Context: an optimization exercise on an open-source flow, tuned for small area and a short achievable clock period. The choices shown serve that exercise and are no tape-out recipe. Function was checked by simulation only, so behaviour that the tests miss may differ from the original. Power figures rest on the tool's default switching activity, not on a simulated workload.

==> flow/design.v <==
module output_fifo (clk, reset, data_in, wr_en, capacity, AXIS_TDATA, AXIS_TVALID, AXIS_TREADY);
	parameter OUTW=32, DEPTH=64;
	localparam LOGDEPTH=$clog2(DEPTH);
	input clk, reset, wr_en, AXIS_TREADY;
	input [OUTW-1:0] data_in;
	output logic [OUTW-1:0] AXIS_TDATA;
	output logic AXIS_TVALID;
	output logic [($clog2(DEPTH+1))-1:0] capacity;
	logic [OUTW-1:0] sh [0:DEPTH-2];
	logic [OUTW-1:0] dq;          
	logic wq;                     
	logic [LOGDEPTH-1:0] r;       
	logic mz;                     
	logic [7:0] hi, lo;           
	logic [($clog2(DEPTH+1))-1:0] cap_m1, cap_p1;    
	wire pop = AXIS_TVALID & AXIS_TREADY;
	wire load = pop | ~AXIS_TVALID;       
	wire inc = wr_en & ~pop;
	wire dec = pop & ~wr_en;
	always_ff @(posedge clk) begin
		dq <= data_in;
		if (wq) begin
			sh[0] <= dq;
			for (int i = 1; i < DEPTH-1; i++)
				sh[i] <= sh[i-1];
		end
	end
	logic [OUTW-1:0] grp [0:7];
	logic [OUTW-1:0] rd;
	always_comb begin
		for (int g = 0; g < 8; g++) begin
			grp[g] = {OUTW{1'b0}};
			for (int j = 0; j < 8; j++)
				if (g*8+j < DEPTH-1)
					grp[g] = grp[g] | ({OUTW{lo[j]}} & sh[g*8+j]);
		end
		rd = {OUTW{1'b0}};
		for (int g = 0; g < 8; g++)
			rd = rd | ({OUTW{hi[g]}} & grp[g]);
		if (mz)
			rd = wq ? dq : data_in;
	end
	always_ff @(posedge clk)
		if (reset)
			AXIS_TDATA <= '0;
		else if (load)
			AXIS_TDATA <= rd;
	logic [LOGDEPTH-1:0] r_n;
	logic mz_n;
	logic up, dn;
	always_comb begin
		dn = load & ~mz;                  
		up = wq & ~(load & mz);           
		r_n = r;
		mz_n = mz;
		if (up & ~dn) begin
			r_n = r + 1'b1;
			mz_n = 1'b0;
		end else if (dn & ~up) begin
			r_n = r - 1'b1;
			mz_n = (r == 0);
		end
	end
	always_ff @(posedge clk) begin
		if (reset) begin
			capacity <= DEPTH;
			cap_m1 <= DEPTH-1;
			cap_p1 <= DEPTH+1;
			AXIS_TVALID <= 1'b0;
			wq <= 1'b0;
			r <= '1;
			mz <= 1'b1;
			hi <= 8'd0;
			lo <= 8'd0;
		end else begin
			if (inc) begin
				capacity <= cap_m1;
				cap_m1 <= cap_m1 - 1'b1;
				cap_p1 <= capacity;
				AXIS_TVALID <= 1'b1;
			end else if (dec) begin
				capacity <= cap_p1;
				cap_p1 <= cap_p1 + 1'b1;
				cap_m1 <= capacity;
				AXIS_TVALID <= ~mz | wq;
			end
			wq <= wr_en & ~(load & mz & ~wq);
			r <= r_n;
			mz <= mz_n;
			hi <= mz_n ? 8'd0 : (8'd1 << r_n[5:3]);
			lo <= mz_n ? 8'd0 : (8'd1 << r_n[2:0]);
		end
	end
endmodule
clock: 5.5 ns
lec_check: 0
cap_margin: 20
core_margin: 2
core_utilization: 65
cts_cluster_diameter: 95
cts_cluster_size: 27
setup_slack_margin: 3.3
slew_margin: 20
tns_end_percent: 5
standard.sh (not shown) runs the stock make flow with config.mk's settings and CLKGATE_MAP_FILE= SYNTH_SCRIPT=/design/flow/synth_recipe.tcl, a recipe that flattens the netlist after the stock synthesis.
==> flow/flow/run.sh <==
#!/bin/bash
set -euo pipefail
bash standard.sh MATCH_CELL_FOOTPRINT=0 \
  "CTS_ARGS=-sink_clustering_enable -repair_clock_nets -sink_clustering_size 27 -sink_clustering_max_diameter 95 -dont_use_dummy_load" \
  finish > standard_make.log 2>&1
Edit:
--- a/flow/design.v
+++ b/flow/design.v
@@ -10,11 +10,10 @@
 	logic [OUTW-1:0] dq;          
 	logic wq;                     
 	logic [LOGDEPTH-1:0] r;       
 	logic mz;                     
 	logic [7:0] hi, lo;           
-	logic [($clog2(DEPTH+1))-1:0] cap_m1, cap_p1;    
 	wire pop = AXIS_TVALID & AXIS_TREADY;
 	wire load = pop | ~AXIS_TVALID;       
 	wire inc = wr_en & ~pop;
 	wire dec = pop & ~wr_en;
 	always_ff @(posedge clk) begin
@@ -62,28 +61,22 @@
 		end
 	end
 	always_ff @(posedge clk) begin
 		if (reset) begin
 			capacity <= DEPTH;
-			cap_m1 <= DEPTH-1;
-			cap_p1 <= DEPTH+1;
 			AXIS_TVALID <= 1'b0;
 			wq <= 1'b0;
 			r <= '1;
 			mz <= 1'b1;
 			hi <= 8'd0;
 			lo <= 8'd0;
 		end else begin
 			if (inc) begin
-				capacity <= cap_m1;
-				cap_m1 <= cap_m1 - 1'b1;
-				cap_p1 <= capacity;
+				capacity <= capacity - 1'b1;
 				AXIS_TVALID <= 1'b1;
 			end else if (dec) begin
-				capacity <= cap_p1;
-				cap_p1 <= cap_p1 + 1'b1;
-				cap_m1 <= capacity;
+				capacity <= capacity + 1'b1;
 				AXIS_TVALID <= ~mz | wq;
 			end
 			wq <= wr_en & ~(load & mz & ~wq);
 			r <= r_n;
 			mz <= mz_n;
Result: Global-route usage falls by 0.57 points; maximum frequency goes up by a few percent; die area came out lower slightly; setup slack is better by 160 ps; combinational power decreases by a few percent; cell count is lower by a few percent; utilization drops by 1.2 points; routed wire length falls by a few percent; total power hardly moves; via count decreases by a few percent; area after synthesis is lower slightly; sequential cell count goes down by 14; sequential power stays flat.

-- separate check: timing with driven ports --
In the flow no input, the clock included, has a driving cell. The finished layouts below were timed again as built, in two steps. Step 1 sets driving cells, clkbuf_16 on the clock port and buf_2 on the other inputs (assumed; they add their load-dependent delay and slew). Step 2, shift: input delay + t, output delay - t, t = (earliest + latest rising clock arrival at the registers) / 2. This alone moves slack from input paths to output paths. Slacks: no drivers / after step 1 / after step 2; pairs: no drivers / after step 1.
| run | t (ns) | setup WS [ns] | worst setup path at the end | pins driven straight from the clock port |
|---|---|---|---|---|
| the first run | 0.780 | 3.030 / 3.030 / 2.596 | input to register | 1 |
| the second run | 0.762 | 3.188 / 3.107 / 2.578 | input to register | 1 |
After both steps setup and hold are still met in every run listed. For the second run, which loses most, drivers alone change the setup slack by -0.081 ns; drivers and shift together by -0.610 ns.
